From an optimization exercise on the open Yosys and OpenROAD flow, aimed at a short achievable clock period and few clock cycles; shortcuts taken in it are not production practice.
At most, simulation tests tie the RTL to the original design; equivalence was not proved.
No functional check of the RTL was part of runs 1 to 3 and 5.
No activity file was given, so power comes from the tool's default toggle rates.

$ cat design/flow/run.sh
#!/bin/bash
# synth_recipe.tcl (not shown) runs the flow's synth.tcl, then flattens the netlist and writes it again
# the make line also repeats each setting of config.mk as NAME=value (left out here)
make -C /OpenROAD-flow-scripts/flow DESIGN_CONFIG=/design/flow/config.mk WORK_HOME=/design/flow/orfs CLKGATE_MAP_FILE= SYNTH_SCRIPT=/design/flow/synth_recipe.tcl finish
$ cat design/flow/config.mk
export PLATFORM = sky130hd
export DESIGN_NAME = CPU
export DESIGN_NICKNAME = CPU
export VERILOG_FILES = /design/flow/design.v
export SDC_FILE = /design/flow/constraint.sdc
export NUM_CORES = 4
export LEC_CHECK = 0
export CAP_MARGIN = 20
export CORE_MARGIN = 2
export CORE_UTILIZATION = 40
export PLACE_DENSITY = 0.6
export SLEW_MARGIN = 20
$ cat design/flow/constraint.sdc
create_clock -name core_clock -period 10.0 [get_ports {clk}]
set_input_delay 2.0000 -clock core_clock [delete_from_list [all_inputs] [get_ports {clk}]]
set_output_delay 2.0000 -clock core_clock [all_outputs]
set_load 0.01 [all_outputs]
$ cat design/flow/design.v
module CPU(
    input clk,
    input reset,
    input [31:0] idata,    
    output [31:0] iaddr,   
    input [31:0] drdata,   
    output [31:0] daddr,   
    output [31:0] dwdata,  
    output [3:0] we,       
    output [31:0] x31,
    output [31:0] pc
);
    reg  [29:0] pcf;                  
    assign iaddr = {pcf, 2'b00};
    assign pc    = {pcf, 2'b00};
    reg  [7:0]  btb_v;
    reg  [9:0]  btb_tag [0:7];
    reg  [29:0] btb_tgt [0:7];
    reg  [1:0]  btb_ctr [0:7];
    wire [2:0]  f_idx = pcf[2:0];
    wire [9:0]  f_tagv = pcf[12:3];
    wire [9:0]  f_tagr = btb_tag[f_idx];
    wire [29:0] f_tgtr = btb_tgt[f_idx];
    wire [1:0]  f_ctr  = btb_ctr[f_idx];
    wire        f_hit  = btb_v[f_idx] & (f_tagr == f_tagv);
    wire        f_take = f_hit & f_ctr[1];
    wire [29:0] f_pc1  = pcf + 30'd1;
    wire [29:0] f_npc  = f_take ? f_tgtr : f_pc1;
    wire        stall;                
    wire        redir;                
    wire [29:0] redir_pc;
    wire        sfb_kill;             
    always @(posedge clk) begin
        if (reset)       pcf <= 30'd0;
        else if (redir)  pcf <= redir_pc;
        else if (!stall) pcf <= f_npc;
    end
    reg         dv;
    reg  [31:0] dir;
    reg  [29:0] dpc, dpnpc;
    reg         dhit;
    reg  [1:0]  dctr;
    always @(posedge clk) begin
        if (reset | redir) dv <= 1'b0;
        else if (!stall)   dv <= 1'b1;
        if (!stall) begin
            dir   <= idata;
            dpc   <= pcf;
            dpnpc <= f_npc;
            dhit  <= f_hit;
            dctr  <= f_ctr;
        end
    end
    wire [6:0] d_opc = dir[6:0];
    wire [2:0] d_f3  = dir[14:12];
    wire [4:0] d_rs1 = dir[19:15];
    wire [4:0] d_rs2 = dir[24:20];
    wire [4:0] d_rd  = dir[11:7];
    wire d_lui   = d_opc == 7'b0110111;
    wire d_auipc = d_opc == 7'b0010111;
    wire d_jal   = d_opc == 7'b1101111;
    wire d_jalr  = d_opc == 7'b1100111;
    wire d_br    = d_opc == 7'b1100011;
    wire d_ld    = d_opc == 7'b0000011;
    wire d_st    = d_opc == 7'b0100011;
    wire d_opi   = d_opc == 7'b0010011;
    wire d_op    = d_opc == 7'b0110011;
    wire d_use1  = ~(d_lui | d_auipc | d_jal);
    wire d_use2  = d_br | d_st | d_op;
    wire d_wen   = (d_lui | d_auipc | d_jal | d_jalr | d_ld | d_opi | d_op) & (d_rd != 5'd0);
    wire [31:0] immI = {{20{dir[31]}}, dir[31:20]};
    wire [31:0] immS = {{20{dir[31]}}, dir[31:25], dir[11:7]};
    wire [31:0] immB = {{19{dir[31]}}, dir[31], dir[7], dir[30:25], dir[11:8], 1'b0};
    wire [31:0] immU = {dir[31:12], 12'b0};
    wire [31:0] immJ = {{11{dir[31]}}, dir[31], dir[19:12], dir[20], dir[30:21], 1'b0};
    wire [29:0] d_pc1  = dpc + 30'd1;
    wire [31:0] d_boff = d_jal ? immJ : immB;
    wire [29:0] d_tgt  = dpc + d_boff[31:2];
    wire        d_okt  = dpnpc == d_tgt;
    wire        d_oknt = dpnpc == d_pc1;
    wire        d_sfb  = d_br & (immB == 32'd8);
    wire [31:0] d_auipcv = {dpc, 2'b00} + immU;
    wire [31:0] d_cval = d_lui ? immU : d_auipc ? d_auipcv : {d_pc1, 2'b00};
    wire d_alu   = d_opi | d_op;
    wire d_sub   = d_op & dir[30];
    wire s_add   = d_alu & (d_f3 == 3'd0) & ~d_sub;
    wire s_sub   = d_alu & (d_f3 == 3'd0) &  d_sub;
    wire s_sll   = d_alu & (d_f3 == 3'd1);
    wire s_slt   = d_alu & (d_f3 == 3'd2);
    wire s_sltu  = d_alu & (d_f3 == 3'd3);
    wire s_xor   = d_alu & (d_f3 == 3'd4);
    wire s_srl   = d_alu & (d_f3 == 3'd5);
    wire s_or    = d_alu & (d_f3 == 3'd6);
    wire s_and   = d_alu & (d_f3 == 3'd7);
    wire s_const = d_lui | d_auipc | d_jal | d_jalr;
    reg  [31:0] rf [1:31];
    reg         wwen;
    reg  [4:0]  wrd;
    reg  [31:0] wval;
    wire [31:0] rf1 = (d_rs1 == 5'd0) ? 32'd0 : rf[d_rs1];
    wire [31:0] rf2 = (d_rs2 == 5'd0) ? 32'd0 : rf[d_rs2];
    wire [31:0] d_rv1 = (wwen && wrd == d_rs1) ? wval : rf1;
    wire [31:0] d_rv2 = (wwen && wrd == d_rs2) ? wval : rf2;
    reg         ev, ewen, eld, est, ebr, ejal, ejalr, esfb, esfbk, emt, emnt, esmis, ehit;
    reg  [4:0]  erd;
    reg  [2:0]  ef3;
    reg  [31:0] erv1, erv2, eimm, ecval;
    reg         euseimm, ef1m, ef1w, ef2m, ef2w;
    reg         es_add, es_sub, es_sll, es_slt, es_sltu, es_xor, es_srl, es_or, es_and, es_const, esra;
    reg  [29:0] epc1, etgt;
    reg  [12:0] epcl;
    reg  [1:0]  ectr;
    reg         mwen, mld;
    reg  [4:0]  mrd;
    reg  [2:0]  mf3;
    reg  [31:0] mres;
    assign stall = dv & eld & ewen & ((d_use1 & (d_rs1 == erd)) | (d_use2 & (d_rs2 == erd)));
    wire d_adv = dv & ~stall & ~redir & ~sfb_kill;
    always @(posedge clk) begin
        ev    <= ~reset & d_adv;
        ewen  <= ~reset & d_adv & d_wen;
        eld   <= d_ld;
        est   <= d_st;
        ebr   <= d_br;
        ejal  <= d_jal;
        ejalr <= d_jalr;
        erd   <= d_rd;
        ef3   <= d_f3;
        erv1  <= d_rv1;
        erv2  <= d_rv2;
        eimm  <= d_st ? immS : immI;
        euseimm <= ~(d_op | d_br);
        ecval <= d_cval;
        ef1m  <= ewen & (erd == d_rs1);
        ef1w  <= mwen & (mrd == d_rs1);
        ef2m  <= ewen & (erd == d_rs2);
        ef2w  <= mwen & (mrd == d_rs2);
        es_add <= s_add; es_sub <= s_sub; es_sll <= s_sll; es_slt <= s_slt; es_sltu <= s_sltu;
        es_xor <= s_xor; es_srl <= s_srl; es_or <= s_or; es_and <= s_and; es_const <= s_const;
        esra  <= dir[30];
        epc1  <= d_pc1;
        etgt  <= d_tgt;
        epcl  <= dpc[12:0];
        ehit  <= dhit;
        ectr  <= dctr;
        esfb  <= d_sfb;
        esfbk <= d_sfb & d_oknt;
        emt   <= ~d_okt & ~(d_sfb & d_oknt);
        emnt  <= ~d_oknt;
        esmis <= d_jalr | (d_jal & ~d_okt) | (~d_jal & ~d_oknt);
    end
    wire [31:0] A = ef1m ? mres : ef1w ? wval : erv1;
    wire [31:0] B = ef2m ? mres : ef2w ? wval : erv2;
    wire [31:0] op2 = euseimm ? eimm : B;
    wire [31:0] e_add = A + op2;
    wire [31:0] e_sub = A - op2;
    wire        e_sltu = A < op2;
    wire        e_slt  = $signed(A) < $signed(op2);
    wire [31:0] e_sll = A << op2[4:0];
    wire [31:0] e_sr  = $signed({esra & A[31], A}) >>> op2[4:0];
    wire [31:0] e_res = ({32{es_add}}   & e_add)
                      | ({32{es_sub}}   & e_sub)
                      | ({32{es_slt}}   & {31'd0, e_slt})
                      | ({32{es_sltu}}  & {31'd0, e_sltu})
                      | ({32{es_xor}}   & (A ^ op2))
                      | ({32{es_or}}    & (A | op2))
                      | ({32{es_and}}   & (A & op2))
                      | ({32{es_sll}}   & e_sll)
                      | ({32{es_srl}}   & e_sr)
                      | ({32{es_const}} & ecval);
    wire b_eq  = A == B;
    wire b_ltu = A < B;
    wire b_lt  = $signed(A) < $signed(B);
    wire taken = (ef3[2] ? (ef3[1] ? b_ltu : b_lt) : b_eq) ^ ef3[0];
    wire shadow_ok = dv & d_oknt;
    assign redir = ev & (ebr ? (taken ? (emt | (esfbk & ~shadow_ok)) : emnt) : esmis);
    assign sfb_kill = ev & ebr & taken & esfbk & shadow_ok;
    assign redir_pc = ejalr ? e_add[31:2] : ((ejal | (ebr & taken)) ? etgt : epc1);
    wire        e_btrk = ev & ((ebr & ~esfb) | ejal);
    reg         u_we, u_v;
    reg  [2:0]  u_idx;
    reg  [9:0]  u_tag;
    reg  [29:0] u_tgt;
    reg  [1:0]  u_ctr;
    wire        e_tk = ejal | taken;
    wire [1:0]  e_inc = (ectr == 2'd3) ? 2'd3 : ectr + 2'd1;
    wire [1:0]  e_dec = (ectr == 2'd0) ? 2'd0 : ectr - 2'd1;
    always @(posedge clk) begin
        u_idx <= epcl[2:0];
        u_tag <= epcl[12:3];
        u_tgt <= etgt;
        if (reset) begin
            u_we <= 1'b0;
        end else if (e_btrk & ehit) begin
            u_we <= 1'b1; u_v <= 1'b1; u_ctr <= e_tk ? e_inc : e_dec;
        end else if (e_btrk & e_tk) begin
            u_we <= 1'b1; u_v <= 1'b1; u_ctr <= ejal ? 2'd3 : 2'd2;
        end else if (ev & ehit & ~(ebr | ejal)) begin
            u_we <= 1'b1; u_v <= 1'b0; u_ctr <= 2'd0;
        end else begin
            u_we <= 1'b0;
        end
    end
    always @(posedge clk) begin
        if (reset) btb_v <= 8'd0;
        else if (u_we) btb_v[u_idx] <= u_v;
        if (u_we) begin
            btb_tag[u_idx] <= u_tag;
            btb_tgt[u_idx] <= u_tgt;
            btb_ctr[u_idx] <= u_ctr;
        end
    end
    reg [31:0] daddr_r, dwdata_r;
    reg [3:0]  we_r;
    assign daddr = daddr_r;
    assign dwdata = dwdata_r;
    assign we = we_r;
    always @(posedge clk) begin
        daddr_r  <= e_add;
        dwdata_r <= ef3[1] ? B : ef3[0] ? {2{B[15:0]}} : {4{B[7:0]}};
        if (reset | ~ev | ~est) we_r <= 4'd0;
        else we_r <= ef3[1] ? 4'b1111 : ef3[0] ? (e_add[1] ? 4'b1100 : 4'b0011)
                                               : (4'b0001 << e_add[1:0]);
        mwen <= ~reset & ewen;
        mld  <= eld;
        mrd  <= erd;
        mf3  <= ef3;
        mres <= e_res;
    end
    wire [1:0]  m_a = daddr_r[1:0];
    wire [15:0] m_h = m_a[1] ? drdata[31:16] : drdata[15:0];
    wire [7:0]  m_b = m_a[0] ? m_h[15:8] : m_h[7:0];
    wire [31:0] m_ld = mf3[1] ? drdata :
                       mf3[0] ? {{16{~mf3[2] & m_h[15]}}, m_h} :
                                {{24{~mf3[2] & m_b[7]}}, m_b};
    always @(posedge clk) begin
        wwen <= ~reset & mwen;
        wrd  <= mrd;
        wval <= mld ? m_ld : mres;
    end
    always @(posedge clk) begin
        if (wwen) rf[wrd] <= wval;
    end
    assign x31 = rf[31];
endmodule
==> results.py, run 1 <==
metrics = {
    "critical_path": {
        "rrSetupSlack_ns": 3.31,
        "r2r_end": "pcf[29]",
        "cp-end-kind": "flip-flop",
        "crit_type": "flip-flop to flip-flop",
        "worstReg2RegStart": "ef1w",
        "critPathArrivalTime_ns": 7.48,
        "ff2ff_path_depth": 18,
        "required_ns": 10.78,
        "critPathMaxFanout": 32,
        "startpoint_type": "flip-flop",
    },
    "clock_network": {
        "post_cts_buffers": 0,
        "clkLatencyLatePin_ns": 0.87,
        "cts_buffer_depth": 3,
        "cts_tree": "yes",
        "h-tree-depth": 4,
        "root_buffer": "clkbuf_16",
        "clkTransAtPathRegs_ns": 0.06,
        "ctsHoldBuffers": 0,
        "cts.sinks": 1887,
        "cts_buffers": 198,
        "cts_resized": 0,
    },
    "power": {
        "p_sw_uw": 5280,
        "p_int_uw": 13900,
        "p_total_uw": 19200,
        "ir_drop_mv": 0.158,
        "pwr-share-clk_pct": 38.2,
        "sequentialPowerShare_pct": 47.3,
        "p_sw_share_pct": 27.5,
        "leakagePower_uw": 0.0360,
        "power.density_mw_per_mm2": 184,
        "pwr-share-comb_pct": 14.5,
    },
    "final_layout": {
        "nNetsFinal": 6963,
        "areaGrowthSynthToFinish_pct": 13.4,
        "final_area_mm2": 0.104,
        "multi_input_area_mm2": 0.0376,
        "fillers": 20057,
        "drive_gt1_share_pct": 18.7,
        "regArea_mm2": 0.0521,
    },
    "timing": {
        "timing.hold.ws_ns": 0.315,
        "finalCriticalPeriod_ns": 6.69,
        "slew_headroom_pct": 16.8,
        "rsz0062_at_grt": "false",
        "tightest_slew_ns": 1.23,
        "drv_slew": 0,
        "period_share_pct": 66.9,
        "fin_skew_ns": 0.0821,
        "finalSetupViolCount": 0,
        "fin_tns_setup_ns": 0,
        "finalHoldViolations": 0,
        "fmax_ghz": 0.149,
        "finalWorstSetupSlack_ns": 3.31,
    },
    "run_status": {
        "status": "timing/DRC/antenna clean",
    },
    "synth": {
        "ys_top_cells_by_count": "1426 x edfxtp_1, 640 x mux4_2, 461 x dfxtp_1, 435 x nor2_1, 424 x nand2_1",
        "netlist_instances": 6595,
        "yosysMostFrequentCell": "edfxtp_1",
        "synth.distinct_cells": 100,
        "netlist_top_cells_area": "edfxtp_1 47%, mux4_2 16%, dfxtp_1 10%, mux2i_1 4.1%, ha_1 2.6%",
        "synth_edf_count": 1426,
        "syn_avg_cell_area_um2": 13.9,
        "ys.flop_type": "edfxtp_1",
        "ys_ff_latch": 1887,
        "async_flop_share_pct": 0,
        "seq_area_frac_synth_pct": 56.6,
        "synth_top_area_cell": "edfxtp_1",
        "syn_area_mm2": 0.0920,
        "ys_warn_count": 1,
        "synthDominantCellAreaShare_pct": 46.6,
    },
    "place": {
        "numPortBuffers": 225,
        "placed_area_mm2": 0.0978,
        "dpl_worst_slack_ns": 3.48,
        "gp_congestion": 1.02,
        "hpwl_mm": 217,
    },
    "floorplanning": {
        "dieArea_mm2": 0.234,
        "rows": 176,
        "start_util_pct": 40.1,
        "coreArea_mm2": 0.229,
        "die-height_um": 483,
        "fp.dieW_um": 483,
        "ios": 230,
    },
    "grt": {
        "grt_pass1_wl_mm": 455,
        "grt_pass1_vias": 59926,
        "grt_overflow": 0,
        "grt_max_degree": 142,
        "grt_usage_pct": 27.1,
        "antenna_found_initial": 27,
    },
    "run": {
        "drv_cap": 0,
    },
    "min_path": {
        "hold_path.class": "flip-flop to flip-flop",
        "hp-start": "epcl[9]",
        "hold-path-cell-count": 0,
        "whs_endpoint": "u_tag[6]",
    },
    "drt": {
        "vias": 61296,
        "drtIter0Drc": 7955,
        "wl_per_cell_um": 32.6,
        "routed_via_density": 6.18,
        "drc_errors": 0,
        "drt_wl_total_mm": 324,
        "ant_nets": 0,
        "firstDrtPassIters": 10,
    },
}
state kept, by name (all words and copies together), names as in the netlist, 32 cells and up, named ones only:
register and cells:
btb_tag 80, btb_tgt 240, daddr_r 32, dir 32
dwdata_r 32, erv1 32, erv2 32, mres 32
rf 992, wval 32
final cells by class:
| cell class | instances | area share [%] |
|---|---|---|
| Sequential cell | 1887 | 50.0 |
| Multi-Input combinational cell | 4049 | 36.1 |
| Clock buffer | 264 | 5.17 |
| Tap cell | 3026 | 3.63 |
| Timing Repair Buffer | 394 | 3.45 |
| Clock inverter | 104 | 1.02 |
| Inverter | 175 | 0.630 |
| Antenna cell | 23 | 0.0552 |
routing by layer:
metal | routed length [um] | vias up | share of wire [%] | GRT usage (%)
met4 | 16400 | 4 | 5.1 | 12.9
met3 | 28300 | 590 | 8.8 | 5.28
li1 | - | 25945 | - | -
met1 | 129000 | 31597 | 40 | 36.6
met5 | 27 | - | 0.0083 | 0
met2 | 150000 | 3160 | 46 | 42.3
through the flow:
stage	utilization (%)	std cells
final	45.5	9922
after global routing	45.5	9917
after CTS	45.5	9899
after detailed placement	42.7	9531
after global placement	42.6	9531
after floorplan	-	6598
worst max-delay path: stages, from the launching register on:
cell and delay [ns]:
dfxtp_2 0.31, buf_4 0.47, mux2i_1 0.27, nor2_1 0.06, a21oi_1 0.75, inv_1 0.23, ha_1 0.38, nand4_1 0.12
or2_2 0.31, nor4_1 0.44, nor3_1 0.11, a211o_1 0.24, a211oi_1 0.70, or2_2 0.28, a21oi_2 0.05, o21ai_4 0.80
buf_4 0.57, mux2_2 0.39, nor2_1 0.07
logic make-up after synthesis:
kind of cell    Yosys count  synth area share (%)
buf+inv                 662                  2.93
simple gates           1279                  6.34
other cells               1               0.00408
compound gates         1292                  9.05
xor+xnor                234                  2.27
fa+ha+maj               193                  2.66
mux                    1047                  20.1
flops                  1887                  56.6
layout by cell type, fill, tap and decap left out, types with 68 or more instances in the layout:
| master | count |
|---|---|
| mux4_2 | 640 |
| mux2i_1 | 378 |
| xor2_1 | 76 |
| inv_1 | 172 |
| dfxtp_1 | 424 |
| nor3_1 | 69 |
| xnor2_1 | 149 |
| buf_4 | 162 |
| edfxtp_1 | 1426 |
| clkbuf_16 | 202 |
| clkdlybuf4s50_1 | 224 |
| nor2_1 | 399 |
| o21ai_0 | 299 |
| nand2_1 | 424 |
| a21oi_1 | 382 |
| o21a_1 | 68 |
| ha_1 | 188 |
| a211oi_1 | 134 |
| nand3_1 | 83 |
worst max path at each step:
stage / start / to / slack [ns] / cells after the start
2_1_floorplan: dir[4] / pcf[12] / 4.69 / 11
3_3_place_gp: ef1w / pcf[29] / 3.51 / 18
3_5_place_dp: ef1w / pcf[29] / 3.48 / 18
4_1_cts: ef1w / pcf[29] / 3.46 / 18
5_1_grt: ef2w / mres[29] / 3.07 / 19
6_report: ef1w / pcf[29] / 3.31 / 18
power by group through the flow:
stage | Combinational, uW | Clock (uW) | Sequential [uW]
global route | 2910 | 7760 | 9100
detailed placement | 2720 | 0 | 9240
finish | 2780 | 7320 | 9080
floorplan | 1600 | 0 | 9060
CTS | 2730 | 7440 | 9080
global placement | 2730 | 0 | 9240
==> run 2, diff against run 1 <==
--- a/design/flow/design.v
+++ b/design/flow/design.v
@@ -29,10 +29,11 @@
     wire        stall;                
     wire        redir;                
-    wire [29:0] redir_pc;
+    wire        taken;
     wire        sfb_kill;             
-    always @(posedge clk) begin
-        if (reset)       pcf <= 30'd0;
-        else if (redir)  pcf <= redir_pc;
-        else if (!stall) pcf <= f_npc;
+    wire [29:0] pc_seq = stall ? pcf : f_npc;
+    wire [29:0] pc_t, pc_nt;
+    always @(posedge clk) begin
+        if (reset) pcf <= 30'd0;
+        else       pcf <= taken ? pc_t : pc_nt;
     end
     reg         dv;
@@ -105,6 +106,5 @@
     reg  [4:0]  erd;
     reg  [2:0]  ef3;
-    reg  [31:0] erv1, erv2, eimm, ecval;
-    reg         euseimm, ef1m, ef1w, ef2m, ef2w;
+    reg  [31:0] erv1, erv2, eop2, ecval;
     reg         es_add, es_sub, es_sll, es_slt, es_sltu, es_xor, es_srl, es_or, es_and, es_const, esra;
     reg  [29:0] epc1, etgt;
@@ -115,4 +115,12 @@
     reg  [2:0]  mf3;
     reg  [31:0] mres;
+    wire [31:0] e_res;
+    wire [31:0] m_wnext;
+    wire d_f1e = ewen & (erd == d_rs1);
+    wire d_f1m = mwen & (mrd == d_rs1);
+    wire d_f2e = ewen & (erd == d_rs2);
+    wire d_f2m = mwen & (mrd == d_rs2);
+    wire [31:0] d_fv1 = d_f1e ? e_res : d_f1m ? m_wnext : d_rv1;
+    wire [31:0] d_fv2 = d_f2e ? e_res : d_f2m ? m_wnext : d_rv2;
     assign stall = dv & eld & ewen & ((d_use1 & (d_rs1 == erd)) | (d_use2 & (d_rs2 == erd)));
     wire d_adv = dv & ~stall & ~redir & ~sfb_kill;
@@ -127,13 +135,8 @@
         erd   <= d_rd;
         ef3   <= d_f3;
-        erv1  <= d_rv1;
-        erv2  <= d_rv2;
-        eimm  <= d_st ? immS : immI;
-        euseimm <= ~(d_op | d_br);
+        erv1  <= d_fv1;
+        erv2  <= d_fv2;
+        eop2  <= (d_op | d_br) ? d_fv2 : d_st ? immS : immI;
         ecval <= d_cval;
-        ef1m  <= ewen & (erd == d_rs1);
-        ef1w  <= mwen & (mrd == d_rs1);
-        ef2m  <= ewen & (erd == d_rs2);
-        ef2w  <= mwen & (mrd == d_rs2);
         es_add <= s_add; es_sub <= s_sub; es_sll <= s_sll; es_slt <= s_slt; es_sltu <= s_sltu;
         es_xor <= s_xor; es_srl <= s_srl; es_or <= s_or; es_and <= s_and; es_const <= s_const;
@@ -150,7 +153,7 @@
         esmis <= d_jalr | (d_jal & ~d_okt) | (~d_jal & ~d_oknt);
     end
-    wire [31:0] A = ef1m ? mres : ef1w ? wval : erv1;
-    wire [31:0] B = ef2m ? mres : ef2w ? wval : erv2;
-    wire [31:0] op2 = euseimm ? eimm : B;
+    wire [31:0] A = erv1;
+    wire [31:0] B = erv2;
+    wire [31:0] op2 = eop2;
     wire [31:0] e_add = A + op2;
     wire [31:0] e_sub = A - op2;
@@ -159,5 +162,5 @@
     wire [31:0] e_sll = A << op2[4:0];
     wire [31:0] e_sr  = $signed({esra & A[31], A}) >>> op2[4:0];
-    wire [31:0] e_res = ({32{es_add}}   & e_add)
+    assign e_res = ({32{es_add}}   & e_add)
                       | ({32{es_sub}}   & e_sub)
                       | ({32{es_slt}}   & {31'd0, e_slt})
@@ -172,9 +175,14 @@
     wire b_ltu = A < B;
     wire b_lt  = $signed(A) < $signed(B);
-    wire taken = (ef3[2] ? (ef3[1] ? b_ltu : b_lt) : b_eq) ^ ef3[0];
+    assign taken = (ef3[2] ? (ef3[1] ? b_ltu : b_lt) : b_eq) ^ ef3[0];
     wire shadow_ok = dv & d_oknt;
     assign redir = ev & (ebr ? (taken ? (emt | (esfbk & ~shadow_ok)) : emnt) : esmis);
     assign sfb_kill = ev & ebr & taken & esfbk & shadow_ok;
-    assign redir_pc = ejalr ? e_add[31:2] : ((ejal | (ebr & taken)) ? etgt : epc1);
+    wire red_t  = ev & ebr & (emt | (esfbk & ~shadow_ok));
+    wire red_nt = ev & ebr & emnt;
+    wire red_s  = ev & ~ebr & esmis;
+    wire [29:0] pc_s = ejalr ? e_add[31:2] : ejal ? etgt : epc1;
+    assign pc_t  = red_s ? pc_s : red_t  ? etgt : pc_seq;
+    assign pc_nt = red_s ? pc_s : red_nt ? epc1 : pc_seq;
     wire        e_btrk = ev & ((ebr & ~esfb) | ejal);
     reg         u_we, u_v;
@@ -234,8 +242,9 @@
                        mf3[0] ? {{16{~mf3[2] & m_h[15]}}, m_h} :
                                 {{24{~mf3[2] & m_b[7]}}, m_b};
+    assign m_wnext = mld ? m_ld : mres;
     always @(posedge clk) begin
         wwen <= ~reset & mwen;
         wrd  <= mrd;
-        wval <= mld ? m_ld : mres;
+        wval <= m_wnext;
     end
     always @(posedge clk) begin
==> design/flow/flow/run.sh (new file) <==
#!/bin/bash
# Standard ORFS layout (the standard.sh, unchanged synthesis), with repair_timing asked to
# keep a larger setup margin so that the achieved period, not just the 10 ns clock, is optimised.
set -euo pipefail
MARGIN=$(cat flow/margin.txt)
bash standard.sh SETUP_SLACK_MARGIN=$MARGIN finish > orfs_make.log 2>&1
==> design/flow/flow/margin.txt (new file) <==
6.6
==> design/flow/standard.sh (new file) <==
#!/bin/bash
# synth_recipe.tcl (not shown) runs the flow's synth.tcl, then flattens the netlist and writes it again
# the make line also repeats each setting of config.mk as NAME=value (left out here)
make -C /OpenROAD-flow-scripts/flow DESIGN_CONFIG=/design/flow/config.mk WORK_HOME=/design/flow/orfs CLKGATE_MAP_FILE= SYNTH_SCRIPT=/design/flow/synth_recipe.tcl "${@:-finish}"
--- a/design/flow/config.mk
+++ b/design/flow/config.mk
@@ -6,4 +6,5 @@
 export NUM_CORES = 4
 export LEC_CHECK = 0
+export ABC_CLOCK_PERIOD_IN_PS = 3000
 export CAP_MARGIN = 20
 export CORE_MARGIN = 2
removed: design/flow/run.sh
==> results.py, run 2 <==
metrics = {
    "timing": {
        "fmax_ghz": 0.222,
        "finalSetupViolCount": 0,
        "slew_headroom_pct": 19.6,
        "finalCriticalPeriod_ns": 4.51,
        "fin_skew_ns": 0.0932,
        "rsz0062_at_grt": "true",
        "period_share_pct": 45.1,
        "drv_slew": 0,
        "finalHoldViolations": 0,
        "tightest_slew_ns": 1.20,
        "fin_tns_setup_ns": 0,
    },
    "floorplanning": {
        "ios": 230,
        "start_util_pct": 40.2,
        "fp.dieW_um": 487,
        "die-height_um": 487,
        "coreArea_mm2": 0.232,
        "dieArea_mm2": 0.237,
        "rows": 177,
    },
    "critical_path": {
        "startpoint_type": "flip-flop",
        "cp-end-kind": "flip-flop",
        "r2r_end": "esmis",
        "required_ns": 10.77,
        "critPathMaxFanout": 5,
        "rrSetupSlack_ns": 5.49,
        "critPathArrivalTime_ns": 5.28,
        "crit_type": "flip-flop to flip-flop",
        "ff2ff_path_depth": 20,
        "worstReg2RegStart": "dir[5]",
    },
    "grt": {
        "antenna_found_initial": 18,
        "grt_max_degree": 92,
        "grt_pass1_wl_mm": 482,
        "grt_overflow": 0,
        "grt_usage_pct": 28.3,
        "grt_pass1_vias": 64287,
    },
    "power": {
        "pwr-share-comb_pct": 19.2,
        "p_int_uw": 14600,
        "power.density_mw_per_mm2": 178,
        "ir_drop_mv": 0.173,
        "p_sw_uw": 5840,
        "sequentialPowerShare_pct": 44.6,
        "p_sw_share_pct": 28.5,
        "leakagePower_uw": 0.0412,
        "pwr-share-clk_pct": 36.3,
    },
    "clock_network": {
        "h-tree-depth": 4,
        "cts.sinks": 1900,
        "cts_buffer_depth": 3,
        "cts_buffers": 200,
        "clkLatencyLatePin_ns": 0.89,
        "clkTransAtPathRegs_ns": 0.07,
        "ctsHoldBuffers": 0,
        "root_buffer": "clkbuf_16",
        "cts_tree": "yes",
    },
    "synth": {
        "ys_warn_count": 1,
        "ys.flop_type": "edfxtp_1",
        "synthDominantCellAreaShare_pct": 45.9,
        "yosysMostFrequentCell": "edfxtp_1",
        "async_flop_share_pct": 0,
        "syn_area_mm2": 0.0934,
        "ys_ff_latch": 1900,
        "ys_top_cells_by_count": "1426 x edfxtp_1, 689 x mux4_2, 474 x dfxtp_1, 448 x nor2_1, 424 x nand2_1",
        "synth_top_area_cell": "edfxtp_1",
        "seq_area_frac_synth_pct": 56.0,
        "netlist_instances": 6720,
        "synth_edf_count": 1426,
        "netlist_top_cells_area": "edfxtp_1 46%, mux4_2 17%, dfxtp_1 10%, ha_1 2.5%, mux2i_1 2.5%",
        "synth.distinct_cells": 93,
        "syn_avg_cell_area_um2": 13.9,
    },
    "final_layout": {
        "largest_register_ffs": 992,
        "reg_top3": "rf: 992 flops, btb_tgt: 240 flops, btb_tag: 80 flops",
        "nNetsFinal": 7547,
        "instances_no_fill": 10509,
        "top_register": "rf",
        "areaGrowthSynthToFinish_pct": 23.3,
        "drive_gt1_share_pct": 34.1,
        "final_common_cell": "edfxtp_1",
        "mostFrequentLayoutCells": "1426 x edfxtp_1, 689 x mux4_2, 414 x buf_4, 404 x nand2_1, 376 x nor2_1",
    },
    "drt": {
        "routed_via_density": 6.33,
        "drc_errors": 0,
        "wl_per_cell_um": 33.0,
        "firstDrtPassIters": 7,
        "drtIter0Drc": 7985,
        "vias": 66560,
        "drt_wl_total_mm": 347,
        "ant_nets": 0,
    },
    "place": {
        "gp_congestion": 0.956,
        "numPortBuffers": 225,
        "place_inst": 9633,
        "hpwl_mm": 208,
    },
    "min_path": {
        "hp-start": "epcl[7]",
        "whs_endpoint": "u_tag[4]",
        "hold_path.class": "flip-flop to flip-flop",
        "hold-path-cell-count": 0,
    },
    "run_status": {
        "status": "timing/DRC/antenna clean",
    },
    "run": {
        "drv_cap": 0,
    },
}
## run 2: worst max-delay path, cell delays in order (launching register included)
cell       delay, ns
edfxtp_1        0.43
buf_12          0.16
nand2b_4        0.07
nor3_4          0.04
and2_4          0.16
buf_12          0.13
buf_6           0.11
mux2_4          0.32
ha_4            0.21
a211o_1         0.32
a2111oi_4       0.30
buf_4           0.19
nor3_4          0.06
or3_4           0.44
and3_4          0.17
xor3_1          0.23
nor4_2          0.14
and3_1          0.24
nand4_1         0.20
nor4_4          0.33
a41oi_1         0.15
## run 2: cells by family (layout without fill, tap and decap cells)
family	Yosys count	after routing	synth area share, %
adders and majority gates	189	189	2.56
AOI/OAI and AO/OA	1355	1356	9.71
DFF	1900	1900	56.0
xor gates and xnor gates	234	234	2.32
buffers and inverters	742	1474	3.21
muxes	961	961	19.6
other	1	12	0.00402
and+or+nand+nor	1338	1340	6.60
## run 2: layout make-up
class                   instances  area [um2]
inverters                     224         883
clock buffers                 273        5490
repair buffers                881        9420
well taps                    3043        3810
repair inverters                2        17.5
multi-input cells            4084       41900
fillers                     19588      117000
diodes                          8        20.0
flip-flops and latches       1900       52600
clock inverters                94         995
## run 2: metrics by stage
step                      utilization, %  area [um2]  hold slack (ns)  setup slack [ns]  total power, uW
after floorplan                        -       93900            0.310              5.85            11000
after global placement              42.8       99300            0.310              4.77            12300
after detailed placement            42.8       99300            0.312              4.82            12300
after CTS                           48.1      112000            0.324              5.42            20200
after global routing                49.6      115000            0.330              5.38            21000
final                               49.6      115000            0.313              5.49            20500
## run 2: repair_timing
action                                   CTS  global route
cloned                                    33            15
resized for setup                       1346           434
pin swaps                                153           217
endpoints found under the setup margin   492           273
setup buffers                            314           139
## run 2: power by group through the flow
stage | registers [uW] | clock network (uW) | logic [uW]
after CTS | 9110 | 7510 | 3600
after global routing | 9140 | 7810 | 4110
after detailed placement | 9360 | 0 | 2960
after floorplan | 9110 | 0 | 1940
after global placement | 9350 | 0 | 2960
final | 9130 | 7420 | 3920
## run 2: how the worst max path moves through the flow
stage / cells after the start / slack (ns) / start / end
floorplan: 21 / 5.85 / dir[4] / esmis
global placement: 18 / 4.77 / dir[5] / esmis
detailed placement: 18 / 4.82 / dir[5] / esmis
CTS: 20 / 5.42 / dir[5] / esmis
global route: 20 / 5.38 / dir[5] / esmis
finish: 20 / 5.49 / dir[5] / esmis
## run 2: metal layers
metal / vias up / routed length [um] / track usage, %
met5: - / 46 / 0
met4: 6 / 22300 / 15.0
met3: 868 / 33700 / 5.84
met2: 3874 / 159000 / 44.1
met1: 34269 / 132000 / 37.3
li1: 27543 / - / -
==> run 3, diff against run 2 <==
--- a/design/flow/design.v
+++ b/design/flow/design.v
@@ -40,5 +40,5 @@
     reg  [31:0] dir;
     reg  [29:0] dpc, dpnpc;
-    reg         dhit;
+    reg         dhit, dtake;
     reg  [1:0]  dctr;
     always @(posedge clk) begin
@@ -50,4 +50,5 @@
             dpnpc <= f_npc;
             dhit  <= f_hit;
+            dtake <= f_take;
             dctr  <= f_ctr;
         end
@@ -78,6 +79,4 @@
     wire [31:0] d_boff = d_jal ? immJ : immB;
     wire [29:0] d_tgt  = dpc + d_boff[31:2];
-    wire        d_okt  = dpnpc == d_tgt;
-    wire        d_oknt = dpnpc == d_pc1;
     wire        d_sfb  = d_br & (immB == 32'd8);
     wire [31:0] d_auipcv = {dpc, 2'b00} + immU;
@@ -103,10 +102,10 @@
     wire [31:0] d_rv1 = (wwen && wrd == d_rs1) ? wval : rf1;
     wire [31:0] d_rv2 = (wwen && wrd == d_rs2) ? wval : rf2;
-    reg         ev, ewen, eld, est, ebr, ejal, ejalr, esfb, esfbk, emt, emnt, esmis, ehit;
+    reg         ev, ewen, eld, est, ebr, ejal, ejalr, esfb, ehit;
     reg  [4:0]  erd;
     reg  [2:0]  ef3;
     reg  [31:0] erv1, erv2, eop2, ecval;
     reg         es_add, es_sub, es_sll, es_slt, es_sltu, es_xor, es_srl, es_or, es_and, es_const, esra;
-    reg  [29:0] epc1, etgt;
+    reg  [29:0] epc1, etgt, epnpc;
     reg  [12:0] epcl;
     reg  [1:0]  ectr;
@@ -147,9 +146,6 @@
         ehit  <= dhit;
         ectr  <= dctr;
+        epnpc <= dpnpc;
         esfb  <= d_sfb;
-        esfbk <= d_sfb & d_oknt;
-        emt   <= ~d_okt & ~(d_sfb & d_oknt);
-        emnt  <= ~d_oknt;
-        esmis <= d_jalr | (d_jal & ~d_okt) | (~d_jal & ~d_oknt);
     end
     wire [31:0] A = erv1;
@@ -176,10 +172,12 @@
     wire b_lt  = $signed(A) < $signed(B);
     assign taken = (ef3[2] ? (ef3[1] ? b_ltu : b_lt) : b_eq) ^ ef3[0];
-    wire shadow_ok = dv & d_oknt;
-    assign redir = ev & (ebr ? (taken ? (emt | (esfbk & ~shadow_ok)) : emnt) : esmis);
-    assign sfb_kill = ev & ebr & taken & esfbk & shadow_ok;
-    wire red_t  = ev & ebr & (emt | (esfbk & ~shadow_ok));
-    wire red_nt = ev & ebr & emnt;
-    wire red_s  = ev & ~ebr & esmis;
+    wire e_okt  = epnpc == etgt;
+    wire e_oknt = epnpc == epc1;
+    wire e_sfbk = esfb & e_oknt & dv & ~dtake;
+    wire red_t  = ev & ebr & ~e_okt & ~e_sfbk;
+    wire red_nt = ev & ebr & ~e_oknt;
+    wire red_s  = ev & ~ebr & (ejalr | (ejal ? ~e_okt : ~e_oknt));
+    assign redir = taken ? (red_t | red_s) : (red_nt | red_s);
+    assign sfb_kill = ev & ebr & taken & e_sfbk;
     wire [29:0] pc_s = ejalr ? e_add[31:2] : ejal ? etgt : epc1;
     assign pc_t  = red_s ? pc_s : red_t  ? etgt : pc_seq;
==> results.py, run 3 <==
metrics = {
    "run_status": {
        "status": "timing/DRC/antenna clean",
    },
    "timing": {
        "tightest_slew_ns": 1.18,
        "finalHoldViolations": 0,
        "fin_skew_ns": 0.0713,
        "finalSetupViolCount": 0,
        "rsz0062_at_grt": "true",
        "drv_slew": 0,
        "slew_headroom_pct": 21.1,
        "finalWorstSetupSlack_ns": 6.14,
        "fmax_ghz": 0.259,
        "fin_tns_setup_ns": 0,
        "finalCriticalPeriod_ns": 3.86,
        "period_share_pct": 38.6,
    },
    "grt": {
        "grt_usage_pct": 28.3,
        "grt_pass1_vias": 63490,
        "grt_pass1_wl_mm": 480,
        "antenna_found_initial": 13,
        "grt_max_degree": 66,
        "grt_overflow": 0,
    },
    "drt": {
        "routed_via_density": 6.29,
        "firstDrtPassIters": 6,
        "vias": 66066,
        "drt_wl_total_mm": 349,
        "drtIter0Drc": 8425,
        "ant_nets": 0,
        "drc_errors": 0,
        "wl_per_cell_um": 33.3,
    },
    "power": {
        "leakagePower_uw": 0.0415,
        "power.density_mw_per_mm2": 183,
        "ir_drop_mv": 0.152,
    },
    "final_layout": {
        "areaGrowthSynthToFinish_pct": 23.6,
        "multi_input_area_mm2": 0.0406,
        "final_common_cell": "edfxtp_1",
        "mostFrequentLayoutCells": "1427 x edfxtp_1, 671 x mux4_2, 472 x buf_4, 420 x nor2_1, 357 x dfxtp_1",
        "drive_gt1_share_pct": 33.5,
        "regArea_mm2": 0.0533,
        "reg_top3": "rf: 992 flops, btb_tgt: 240 flops, btb_tag: 80 flops",
        "nNetsFinal": 7522,
        "top_register": "rf",
        "fillers": 19460,
        "largest_register_ffs": 992,
    },
    "clock_network": {
        "clkLatencyLatePin_ns": 0.91,
        "ctsHoldBuffers": 0,
        "h-tree-depth": 4,
        "clkTransAtPathRegs_ns": 0.07,
        "cts_buffers": 201,
        "cts_tree": "yes",
        "root_buffer": "clkbuf_16",
        "cts.sinks": 1927,
        "cts_buffer_depth": 3,
    },
    "critical_path": {
        "crit_type": "flip-flop to flip-flop",
        "critPathMaxFanout": 5,
        "cp_top_family": "compound AO/OA/AOI/OAI gates",
        "cp-end-kind": "flip-flop",
        "cp_cell_sequence": "nand3_4, nor2_4, mux2_4, ha_4, and3_4, a221o_1, a21o_1, a41o_1, a221o_1, o21ai_4, o211ai_1, a21o_1, a21o_1, a21oi_2, xnor2_1",
        "critPathBufInv": 0,
        "startpoint_type": "flip-flop",
        "cpPeakStageDelay_ns": 0.63,
        "critPathArrivalTime_ns": 4.67,
        "cp_common_cell": "a21o_1",
        "required_ns": 10.80,
        "crit_path_top_delay_cell": "edfxtp_1",
    },
    "synth": {
        "synth_top_area_cell": "edfxtp_1",
        "yosysMostFrequentCell": "edfxtp_1",
        "ys.flop_type": "edfxtp_1",
        "netlist_top_cells_area": "edfxtp_1 46%, mux4_2 16%, dfxtp_1 11%, mux2i_1 2.7%, ha_1 2.4%",
        "synth.distinct_cells": 89,
        "ys_ff_latch": 1927,
        "synth_edf_count": 1427,
        "synthDominantCellAreaShare_pct": 46.0,
        "ys_warn_count": 1,
        "netlist_instances": 6640,
        "syn_area_mm2": 0.0931,
        "syn_avg_cell_area_um2": 14.0,
        "ys_top_cells_by_count": "1427 x edfxtp_1, 671 x mux4_2, 500 x dfxtp_1, 478 x nor2_1, 366 x nand2_1",
        "async_flop_share_pct": 0,
        "seq_area_frac_synth_pct": 56.8,
    },
    "floorplanning": {
        "dieArea_mm2": 0.237,
        "fp.dieW_um": 486,
        "coreArea_mm2": 0.232,
        "rows": 177,
        "ios": 230,
        "die-height_um": 486,
        "start_util_pct": 40.1,
    },
    "place": {
        "hpwl_mm": 211,
        "dpl_worst_slack_ns": 4.96,
        "gp_congestion": 0.983,
        "numPortBuffers": 225,
    },
    "run": {
        "drv_cap": 0,
    },
    "min_path": {
        "hold_path.class": "flip-flop to flip-flop",
    },
}
==> run 3: cell count changes after synthesis, sizes merged, moves of 13 or more <==
cell	change
clkbuf	-17
and3	-15
inv	-18
mux2i	+21
o22ai	-17
nor2	+30
and2	-13
nand2	-58
o21ai	+29
mux4	-18
dfxtp	+26
==> run 3: worst reg2reg max path: cells and delay by family, from the launching register on <==
kind	cells	cell delay (ns)
AOI/OAI and AO/OA	9	1.94
DFF	1	0.63
and+or+nand+nor	3	0.54
muxes	1	0.34
adders and majority gates	1	0.22
xor gates and xnor gates	1	0.14
==> run 3: what timing repair did <==
item / in CTS / in global routing
pin swaps: 109 / 197
setup endpoints to repair: 517 / 242
buffers inserted: 278 / 219
gates cloned: 38 / 17
resized for setup: 1361 / 380
==> run 3: layout make-up <==
| class | instances | share of cell area, % |
|---|---|---|
| tap | 3043 | 3.31 |
| antenna | 4 | 0.00870 |
| multi-input combinational | 4015 | 35.3 |
| timing repair buffer | 914 | 8.47 |
| clock inverter | 114 | 1.08 |
| sequential | 1927 | 46.3 |
| clock buffer | 267 | 4.79 |
| inverter | 210 | 0.761 |
| timing repair inverter | 1 | 0.00979 |
==> run 3: metal layers <==
layer  up-vias  track usage (%)  routed length [um]  share of wire [%]
met5         -                0                  39              0.011
met4         6             15.0               22000                6.3
met3       814             5.53               31700                9.1
met2      3698             44.9              162000                 47
met1     34242             37.0              133000                 38
li1      27306                -                   -                  -
==> run 3: stage by stage <==
step / power [uW] / util [%] / area, um2 / hold slack [ns] / cells
finish: 21100 / 49.6 / 115000 / 0.282 / 10495
global route: 21600 / 49.6 / 115000 / 0.282 / 10492
CTS: 20700 / 48.0 / 111000 / 0.263 / 10255
detailed placement: 12600 / 42.6 / 99000 / 0.314 / 9558
global placement: 12500 / 42.6 / 98900 / 0.311 / 9558
floorplan: 11300 / - / 93600 / 0.310 / 6643
==> run 3: final timing paths <==
check           from  endpoint  slack [ns]  cells past startpoint
max reg2reg   dir[6]  etgt[23]        6.14                     15
min reg2reg  dctr[0]   ectr[0]        0.28                      0
max           dir[6]  etgt[23]        6.14                     15
min          dctr[0]   ectr[0]        0.28                      0
==> run 3: cells by family (layout without fill, tap and decap cells) <==
group,after synthesis,in the layout,share of synthesized area (%)
flops,1927,1927,56.8
fa+ha+maj,186,186,2.53
xor+xnor,236,236,2.22
other cells,1,8,0.00403
simple gates,1247,1252,6.04
compound gates,1362,1362,9.74
mux,975,975,19.6
buf+inv,706,1506,3.13
==> run 3: power breakdown <==
group / internal [uW] / switching [uW] / leakage [uW]
Clock: 4250 / 3370 / 0.00327
Combinational: 1880 / 2250 / 0.0204
Sequential: 8870 / 451 / 0.0178
Total: 15000 / 6080 / 0.0415
==> run 4, diff against run 3 <==
--- a/design/flow/design.v
+++ b/design/flow/design.v
@@ -15,14 +15,23 @@
     assign pc    = {pcf, 2'b00};
     reg  [7:0]  btb_v;
-    reg  [9:0]  btb_tag [0:7];
+    reg  [6:0]  btb_tag [0:7];
     reg  [29:0] btb_tgt [0:7];
     reg  [1:0]  btb_ctr [0:7];
     wire [2:0]  f_idx = pcf[2:0];
-    wire [9:0]  f_tagv = pcf[12:3];
-    wire [9:0]  f_tagr = btb_tag[f_idx];
+    reg  [7:0]  f_match;
+    integer k;
+    always @* begin
+        for (k = 0; k < 8; k = k + 1)
+            f_match[k] = btb_v[k] & (f_idx == k) & (btb_tag[k] == pcf[9:3]);
+    end
+    reg  [7:0]  f_ctrhi;
+    always @* begin
+        for (k = 0; k < 8; k = k + 1)
+            f_ctrhi[k] = btb_ctr[k][1];
+    end
     wire [29:0] f_tgtr = btb_tgt[f_idx];
     wire [1:0]  f_ctr  = btb_ctr[f_idx];
-    wire        f_hit  = btb_v[f_idx] & (f_tagr == f_tagv);
-    wire        f_take = f_hit & f_ctr[1];
+    wire        f_hit  = |f_match;
+    wire        f_take = |(f_match & f_ctrhi);
     wire [29:0] f_pc1  = pcf + 30'd1;
     wire [29:0] f_npc  = f_take ? f_tgtr : f_pc1;
@@ -41,4 +50,8 @@
     reg  [29:0] dpc, dpnpc;
     reg         dhit, dtake;
+    reg  [29:0] doff;                 
+    wire [31:0] f_immB = {{19{idata[31]}}, idata[31], idata[7], idata[30:25], idata[11:8], 1'b0};
+    wire [31:0] f_immJ = {{11{idata[31]}}, idata[31], idata[19:12], idata[20], idata[30:21], 1'b0};
+    wire [31:0] f_off  = idata[2] ? f_immJ : f_immB;
     reg  [1:0]  dctr;
     always @(posedge clk) begin
@@ -51,4 +64,5 @@
             dhit  <= f_hit;
             dtake <= f_take;
+            doff  <= f_off[31:2];
             dctr  <= f_ctr;
         end
@@ -77,6 +91,5 @@
     wire [31:0] immJ = {{11{dir[31]}}, dir[31], dir[19:12], dir[20], dir[30:21], 1'b0};
     wire [29:0] d_pc1  = dpc + 30'd1;
-    wire [31:0] d_boff = d_jal ? immJ : immB;
-    wire [29:0] d_tgt  = dpc + d_boff[31:2];
+    wire [29:0] d_tgt  = dpc + doff;
     wire        d_sfb  = d_br & (immB == 32'd8);
     wire [31:0] d_auipcv = {dpc, 2'b00} + immU;
@@ -108,5 +121,5 @@
     reg         es_add, es_sub, es_sll, es_slt, es_sltu, es_xor, es_srl, es_or, es_and, es_const, esra;
     reg  [29:0] epc1, etgt, epnpc;
-    reg  [12:0] epcl;
+    reg  [9:0]  epcl;
     reg  [1:0]  ectr;
     reg         mwen, mld;
@@ -143,5 +156,5 @@
         epc1  <= d_pc1;
         etgt  <= d_tgt;
-        epcl  <= dpc[12:0];
+        epcl  <= dpc[9:0];
         ehit  <= dhit;
         ectr  <= dctr;
@@ -186,5 +199,5 @@
     reg         u_we, u_v;
     reg  [2:0]  u_idx;
-    reg  [9:0]  u_tag;
+    reg  [6:0]  u_tag;
     reg  [29:0] u_tgt;
     reg  [1:0]  u_ctr;
@@ -194,5 +207,5 @@
     always @(posedge clk) begin
         u_idx <= epcl[2:0];
-        u_tag <= epcl[12:3];
+        u_tag <= epcl[9:3];
         u_tgt <= etgt;
         if (reset) begin
@@ -249,4 +262,6 @@
         if (wwen) rf[wrd] <= wval;
     end
-    assign x31 = rf[31];
+    reg [31:0] x31_r;
+    always @(posedge clk) x31_r <= (wwen && wrd == 5'd31) ? wval : rf[31];
+    assign x31 = x31_r;
 endmodule
--- a/design/flow/config.mk
+++ b/design/flow/config.mk
@@ -6,5 +6,5 @@
 export NUM_CORES = 4
 export LEC_CHECK = 0
-export ABC_CLOCK_PERIOD_IN_PS = 3000
+export ABC_CLOCK_PERIOD_IN_PS = 1000
 export CAP_MARGIN = 20
 export CORE_MARGIN = 2
==> results.py, run 4 <==
metrics = {
    "synth": {
        "ys_ff_latch": 1909,
        "synth.distinct_cells": 106,
        "synth_edf_count": 1415,
        "syn_avg_cell_area_um2": 13.9,
        "syn_area_mm2": 0.0933,
        "seq_area_frac_synth_pct": 56.1,
        "synth_top_area_cell": "edfxtp_1",
        "ys_top_cells_by_count": "1415 x edfxtp_1, 657 x mux4_2, 513 x nor2_1, 494 x dfxtp_1, 365 x nand2_1",
        "async_flop_share_pct": 0,
        "synthDominantCellAreaShare_pct": 45.5,
        "ys.flop_type": "edfxtp_1",
        "netlist_top_cells_area": "edfxtp_1 46%, mux4_2 16%, dfxtp_1 11%, mux2i_1 2.7%, ha_1 2.5%",
        "yosysMostFrequentCell": "edfxtp_1",
        "netlist_instances": 6722,
        "ys_warn_count": 1,
    },
    "floorplanning": {
        "rows": 177,
        "dieArea_mm2": 0.237,
        "coreArea_mm2": 0.232,
        "start_util_pct": 40.2,
        "die-height_um": 487,
        "ios": 230,
        "fp.dieW_um": 487,
    },
    "place": {
        "hpwl_mm": 215,
        "numPortBuffers": 225,
        "gp_congestion": 0.981,
        "dpl_worst_slack_ns": 5.20,
    },
    "timing": {
        "fmax_ghz": 0.275,
        "fin_tns_setup_ns": 0,
        "rsz0062_at_grt": "true",
        "finalCriticalPeriod_ns": 3.64,
        "drv_slew": 0,
        "finalWorstSetupSlack_ns": 6.36,
        "fin_skew_ns": 0.0953,
        "period_share_pct": 36.4,
        "finalSetupViolCount": 0,
        "finalHoldViolations": 0,
        "slew_headroom_pct": 22.9,
        "tightest_slew_ns": 1.15,
    },
    "power": {
        "p_sw_uw": 5790,
        "pwr-share-clk_pct": 36.7,
        "leakagePower_uw": 0.0406,
        "p_sw_share_pct": 28.4,
        "power.density_mw_per_mm2": 182,
        "ir_drop_mv": 0.175,
        "p_int_uw": 14600,
        "sequentialPowerShare_pct": 46.0,
        "pwr-share-comb_pct": 17.3,
    },
    "drt": {
        "drt_wl_total_mm": 342,
        "wl_per_cell_um": 32.8,
        "drc_errors": 0,
        "routed_via_density": 6.26,
        "vias": 65183,
        "ant_nets": 0,
        "firstDrtPassIters": 9,
        "drtIter0Drc": 8350,
    },
    "clock_network": {
        "root_buffer": "clkbuf_16",
        "cts_buffer_depth": 3,
        "h-tree-depth": 4,
        "cts_buffers": 200,
        "clkLatencyLatePin_ns": 0.87,
        "clkTransAtPathRegs_ns": 0.06,
        "cts.sinks": 1909,
        "cts_tree": "yes",
    },
    "final_layout": {
        "top_register": "rf",
        "reg_top3": "rf: 992 flops, btb_tgt: 240 flops, btb_tag: 56 flops",
        "largest_register_ffs": 992,
        "drive_gt1_share_pct": 30.5,
        "final_common_cell": "edfxtp_1",
        "mostFrequentLayoutCells": "1415 x edfxtp_1, 657 x mux4_2, 459 x nor2_1, 393 x buf_4, 361 x dfxtp_1",
        "nNetsFinal": 7461,
        "fillers": 19839,
        "areaGrowthSynthToFinish_pct": 20.4,
    },
    "grt": {
        "grt_pass1_wl_mm": 474,
        "grt_usage_pct": 27.9,
        "grt_overflow": 0,
        "grt_pass1_vias": 63111,
        "grt_max_degree": 105,
        "antenna_found_initial": 7,
    },
    "critical_path": {
        "worstReg2RegStart": "erv1[0]",
        "critPathMaxFanout": 2,
        "cpPeakStageDelay_ns": 0.56,
        "cp_cell_sequence": "buf_6",
        "crit_path_top_delay_cell": "edfxtp_1",
        "critPathBufInv": 1,
        "crit_start": "rf[31][8]",
        "crit_type": "flip-flop to output pin",
        "cp-end-kind": "output pin",
        "required_ns": 8.00,
        "cp_top_family": "flip-flops",
        "startpoint_type": "flip-flop",
        "critPathArrivalTime_ns": 1.64,
    },
    "run": {
        "drv_cap": 0,
    },
    "min_path": {
        "hold_path.class": "flip-flop to flip-flop",
        "hp-start": "epcl[8]",
    },
    "run_status": {
        "status": "timing/DRC/antenna clean",
    },
}
==> run 4: through the flow <==
stage / cell area [um2] / total power, uW / hold slack, ns / cells / utilization [%]
after floorplan: 93700 / 11100 / 0.310 / 6725 / -
after global placement: 98900 / 12400 / 0.311 / 9642 / 42.6
after detailed placement: 98900 / 12400 / 0.312 / 9642 / 42.6
after CTS: 110000 / 20200 / 0.323 / 10258 / 47.2
after global routing: 112000 / 21000 / 0.332 / 10414 / 48.4
final: 112000 / 20400 / 0.327 / 10420 / 48.4
==> run 4: repair_timing <==
| item | in CTS | in global routing |
|---|---|---|
| resized for setup | 1261 | 270 |
| pin swaps | 77 | 110 |
| hold buffers | 0 | 0 |
| setup endpoints to repair | 437 | 224 |
| cloned | 16 | 16 |
| buffers inserted | 233 | 138 |
==> run 4: cell families (layout without fill, tap and decap cells) <==
family	Yosys count	after routing	share of synthesized area (%)
other	1	12	0.00402
adder cells (fa/ha/maj)	192	192	2.60
multiplexers	971	971	19.3
XOR/XNOR	289	289	2.73
AO/OA/AOI/OAI	1328	1328	9.59
flip-flops	1909	1909	56.1
AND/OR/NAND/NOR	1316	1316	6.39
buffers and inverters	716	1360	3.26
==> run 4: area by class of cell <==
cell class / count / area (um2) / area share (%)
Inverter: 222 / 991 / 0.882
Antenna cell: 8 / 20.0 / 0.0178
Timing Repair Buffer: 765 / 7830 / 6.97
Sequential cell: 1909 / 52700 / 46.9
Multi-Input combinational cell: 4100 / 40400 / 35.9
Clock inverter: 106 / 1170 / 1.04
Timing Repair inverter: 6 / 62.6 / 0.0557
Clock buffer: 261 / 5400 / 4.80
Tap cell: 3043 / 3810 / 3.39
==> run 4: per-layer routing <==
metal / wire, um / share of wire, % / track usage [%]
met5: 27 / 0.0079 / 0
met4: 19300 / 5.6 / 13.2
met3: 28700 / 8.4 / 4.77
met2: 161000 / 47 / 45.1
met1: 132000 / 39 / 36.6
==> run 4: power by group through the flow <==
stage	Combinational (uW)	Sequential, uW	Clock [uW]
floorplan	1840	9270	0
global placement	2820	9590	0
detailed placement	2830	9590	0
CTS	3250	9390	7590
global route	3700	9410	7900
finish	3530	9390	7490
==> run 4: path summary, 6_finish.rpt <==
path | end | slack, ns | cells past startpoint
setup reg to reg | eop2[20] | 6.42 | 13
setup / recovery | x31[8] | 6.36 | 1
hold reg to reg | u_tag[5] | 0.33 | 0
hold / removal | u_tag[5] | 0.33 | 0
Testbench counts of run 4, summed over its fixed seeds: cycles 463,251.
==> run 5, diff against run 4 <==
--- a/design/flow/design.v
+++ b/design/flow/design.v
@@ -12,6 +12,7 @@
 );
     reg  [29:0] pcf;                  
-    assign iaddr = {pcf, 2'b00};
-    assign pc    = {pcf, 2'b00};
+    reg  [29:0] pco;                  
+    assign iaddr = {pco, 2'b00};
+    assign pc    = {pco, 2'b00};
     reg  [7:0]  btb_v;
     reg  [6:0]  btb_tag [0:7];
@@ -42,8 +43,10 @@
     wire [29:0] pc_seq = stall ? pcf : f_npc;
     wire [29:0] pc_t, pc_nt;
+    wire [29:0] pc_next = taken ? pc_t : pc_nt;
     always @(posedge clk) begin
         if (reset) pcf <= 30'd0;
-        else       pcf <= taken ? pc_t : pc_nt;
-    end
+        else       pcf <= pc_next;
+    end
+    always @(posedge clk) pco <= pc_next & {30{~reset}};
     reg         dv;
     reg  [31:0] dir;
@@ -263,5 +266,6 @@
     end
     reg [31:0] x31_r;
-    always @(posedge clk) x31_r <= (wwen && wrd == 5'd31) ? wval : rf[31];
+    always @(posedge clk)
+        x31_r <= (mwen && mrd == 5'd31) ? m_wnext : (wwen && wrd == 5'd31) ? wval : rf[31];
     assign x31 = x31_r;
 endmodule
--- a/design/flow/config.mk
+++ b/design/flow/config.mk
@@ -9,5 +9,5 @@
 export CAP_MARGIN = 20
 export CORE_MARGIN = 2
-export CORE_UTILIZATION = 40
-export PLACE_DENSITY = 0.6
+export CORE_UTILIZATION = 55
+export PLACE_DENSITY = 0.7
 export SLEW_MARGIN = 20
==> results.py, run 5 <==
metrics = {
    "floorplanning": {
        "fp.dieW_um": 421,
        "ios": 230,
        "dieArea_mm2": 0.177,
        "start_util_pct": 55.5,
        "die-height_um": 421,
        "rows": 152,
        "coreArea_mm2": 0.172,
    },
    "drt": {
        "vias": 69085,
        "wl_per_cell_um": 35.4,
        "drc_errors": 0,
        "firstDrtPassIters": 9,
        "routed.top_layer": "met5",
        "routed-wl-met2_mm": 156,
        "ant_nets": 0,
        "met3_length_mm": 42.4,
        "routed_via_density": 7.07,
        "drtIter0Drc": 10299,
        "drt_wl_total_mm": 346,
        "wl_met1_mm": 121,
    },
    "grt": {
        "grt_usage_pct": 38.6,
        "grt_max_degree": 89,
        "grt_pass1_vias": 66142,
        "antenna_found_initial": 16,
        "grt_pass1_wl_mm": 484,
        "grt_overflow": 0,
    },
    "clock_network": {
        "root_buffer": "clkbuf_16",
        "clkTransAtPathRegs_ns": 0.06,
        "ctsHoldBuffers": 0,
        "cts.sinks": 1971,
        "cts_buffer_depth": 3,
        "cts_buffers": 197,
        "clkLatencyLatePin_ns": 0.90,
        "h-tree-depth": 4,
        "cts_tree": "yes",
    },
    "place": {
        "gp_congestion": 1.05,
        "numPortBuffers": 225,
        "hpwl_mm": 213,
    },
    "synth": {
        "yosysMostFrequentCell": "edfxtp_1",
        "seq_area_frac_synth_pct": 56.2,
        "synth.distinct_cells": 98,
        "netlist_top_cells_area": "edfxtp_1 45%, mux4_2 16%, dfxtp_1 12%, mux2i_1 2.8%, ha_1 2.5%",
        "netlist_instances": 6955,
        "ys_ff_latch": 1971,
        "syn_area_mm2": 0.0954,
        "async_flop_share_pct": 0,
        "synth_top_area_cell": "edfxtp_1",
        "synth_edf_count": 1415,
        "ys.flop_type": "edfxtp_1",
        "ys_warn_count": 1,
        "syn_avg_cell_area_um2": 13.7,
        "ys_top_cells_by_count": "1415 x edfxtp_1, 663 x mux4_2, 556 x dfxtp_1, 456 x nand2_1, 447 x nor2_1",
        "synthDominantCellAreaShare_pct": 44.5,
    },
    "final_layout": {
        "top_register": "rf",
        "reg_top3": "rf: 992 flops, btb_tgt: 240 flops, btb_tag: 56 flops",
        "largest_register_ffs": 992,
        "fin_util_pct": 65.7,
        "fillers": 12129,
        "mostFrequentLayoutCells": "1415 x edfxtp_1, 663 x mux4_2, 449 x nand2_1, 436 x dfxtp_1, 394 x nor2_1",
        "nNetsFinal": 7542,
        "final_common_cell": "edfxtp_1",
        "areaGrowthSynthToFinish_pct": 18.5,
        "drive_gt1_share_pct": 28.9,
    },
    "timing": {
        "tightest_slew_ns": 1.34,
        "period_share_pct": 36.6,
        "finalSetupViolCount": 0,
        "fin_skew_ns": 0.0975,
        "rsz0062_at_grt": "true",
        "slew_headroom_pct": 10.4,
        "fin_tns_setup_ns": 0,
        "fmax_ghz": 0.273,
        "finalHoldViolations": 0,
        "finalCriticalPeriod_ns": 3.66,
        "drv_slew": 0,
    },
    "critical_path": {
        "worstReg2RegStart": "erv1[6]",
        "r2r_end": "eop2[29]",
        "critPathArrivalTime_ns": 4.42,
        "startpoint_type": "flip-flop",
        "rrSetupSlack_ns": 6.34,
        "critPathMaxFanout": 4,
        "cp-end-kind": "flip-flop",
        "cpPeakStageDelay_ns": 0.53,
        "required_ns": 10.76,
        "crit_path_top_delay_cell": "or4_4",
        "crit_type": "flip-flop to flip-flop",
        "ff2ff_path_depth": 12,
        "cp_cell_sequence": "inv_2, ha_4, or4_4, or3_4, a2111oi_4, nor4b_4, o31a_4, buf_6, o211ai_1, o2111ai_4, a22o_1, o21a_1",
    },
    "run": {
        "drv_cap": 0,
    },
    "power": {
        "ir_drop_mv": 0.207,
        "power.density_mw_per_mm2": 183,
        "leakagePower_uw": 0.0408,
    },
    "min_path": {
        "hp-start": "epcl[0]",
        "whs_endpoint": "u_idx[0]",
        "hold-path-cell-count": 0,
        "hold_path.class": "flip-flop to flip-flop",
    },
    "run_status": {
        "status": "timing/DRC/antenna clean",
    },
}
-- run 5: cell types whose count changed after synthesis, sizes merged, moves of 18 or more --
cell / delta
a221oi: -24
xor2: -41
nor2: -66
nand2: +91
xnor2: +32
dfxtp: +62
o211ai: +51
o21ai: +27
nand3: +18
clkbuf: +74
buf: -51
-- run 5: kinds of logic after synthesis --
logic type | Yosys count | synth area share (%)
AOI/OAI and AO/OA | 1445 | 10.2
xor gates and xnor gates | 280 | 2.57
adders and majority gates | 192 | 2.55
buffers and inverters | 731 | 3.06
DFF | 1971 | 56.2
muxes | 976 | 19.0
other | 1 | 0.00393
and+or+nand+nor | 1359 | 6.43
-- run 5: worst max-delay path by stage --
stage,start,endpoint,slack (ns),depth (start not counted)
after floorplan,drdata[23],eop2[26],6.33,7
after global placement,eop2[3],eop2[7],4.88,12
after detailed placement,eop2[3],eop2[7],4.90,12
after CTS,erv1[6],eop2[29],6.38,12
after global routing,erv1[6],eop2[29],6.31,12
final,erv1[6],eop2[29],6.34,12
-- run 5: timing repair --
action | in CTS | in global routing
setup buffers | 139 | 85
gates resized for setup | 1219 | 263
gates cloned | 31 | 9
setup endpoints to repair | 482 | 202
pin swaps | 83 | 130
-- run 5: per-layer routing --
layer	global-route usage [%]	vias up
met5	0	-
met2	58.5	5354
li1	-	27873
met1	50.0	34631
met3	9.62	1223
met4	24.2	4
-- run 5: final cells by class --
| class | count | area [um2] | area share, % |
|---|---|---|---|
| Sequential cell | 1971 | 53900 | 47.7 |
| Multi-Input combinational cell | 4259 | 41900 | 37.1 |
| Timing Repair Buffer | 641 | 6730 | 5.95 |
| Clock buffer | 267 | 5500 | 4.86 |
| Tap cell | 2310 | 2890 | 2.56 |
| Clock inverter | 106 | 1140 | 1.01 |
| Inverter | 214 | 867 | 0.767 |
| Antenna cell | 9 | 22.5 | 0.0199 |
| Timing Repair inverter | 1 | 11.3 | 0.00996 |
-- run 5: through the flow --
stage | total power (uW) | hold WS, ns | instance area [um2] | setup slack (ns) | cells
final | 20700 | 0.328 | 113000 | 6.34 | 9778
after global routing | 21100 | 0.327 | 113000 | 6.31 | 9770
after CTS | 20300 | 0.326 | 111000 | 6.38 | 9675
after detailed placement | 12500 | 0.313 | 100000 | 4.90 | 9132
after global placement | 12500 | 0.312 | 100000 | 4.88 | 9132
after floorplan | 11200 | 0.310 | 96000 | 6.33 | 6958
-- run 5: power by group --
part	switching, uW	internal, uW	total, uW	leakage [uW]
sequential	451	9050	9500	0.0184
clock	3300	4300	7600	0.00324
combinational	2090	1480	3570	0.0192
total	5840	14800	20700	0.0408
-- run 5: worst max-delay path: cells and delay by family, from the launching register on --
family / cells / cell delay, ns
AOI/OAI and AO/OA: 6 / 1.68
adders and majority gates: 1 / 0.22
buffers and inverters: 2 / 0.18
DFF: 1 / 0.38
and+or+nand+nor: 3 / 1.07

## separate check: timing with driven ports
In the flow no input, the clock included, has a driving cell. The finished layouts below were timed again as built, in two steps.
Step 1 assumes that a clkbuf_16 drives the clock port and a buf_2 every other input.
Step 2 adds t to the input delays and takes it off the output delays; t is the mean of the earliest and latest rising clock arrival at the registers after step 1. Input paths then give back, and output paths get back, about the clock's delay inside the block.
a / b / c = ideal ports / drivers / drivers and shift; a / b = the first two.
run | t (ns) | setup WS [ns] | worst hold slack (ns) | worst data-port slew with drivers (ns)
run 1 | 0.916 | 3.308 / 3.308 / 3.308 | 0.315 / 0.315 / 0.315 | 0.05
run 2 | 0.941 | 5.489 / 5.489 / 5.489 | 0.313 / 0.313 / 0.313 | 0.15
run 3 | 0.972 | 6.138 / 6.138 / 5.734 | 0.282 / 0.282 / 0.282 | 0.08
run 4 | 0.926 | 6.358 / 6.259 / 5.738 | 0.327 / 0.327 / 0.327 | 0.14
run 5 | 0.934 | 6.335 / 6.335 / 5.669 | 0.328 / 0.328 / 0.328 | 0.11
After both steps setup and hold are still met in every run listed. For run 5, which loses most, drivers alone change the setup slack by 0.000 ns; drivers and shift together by -0.666 ns.
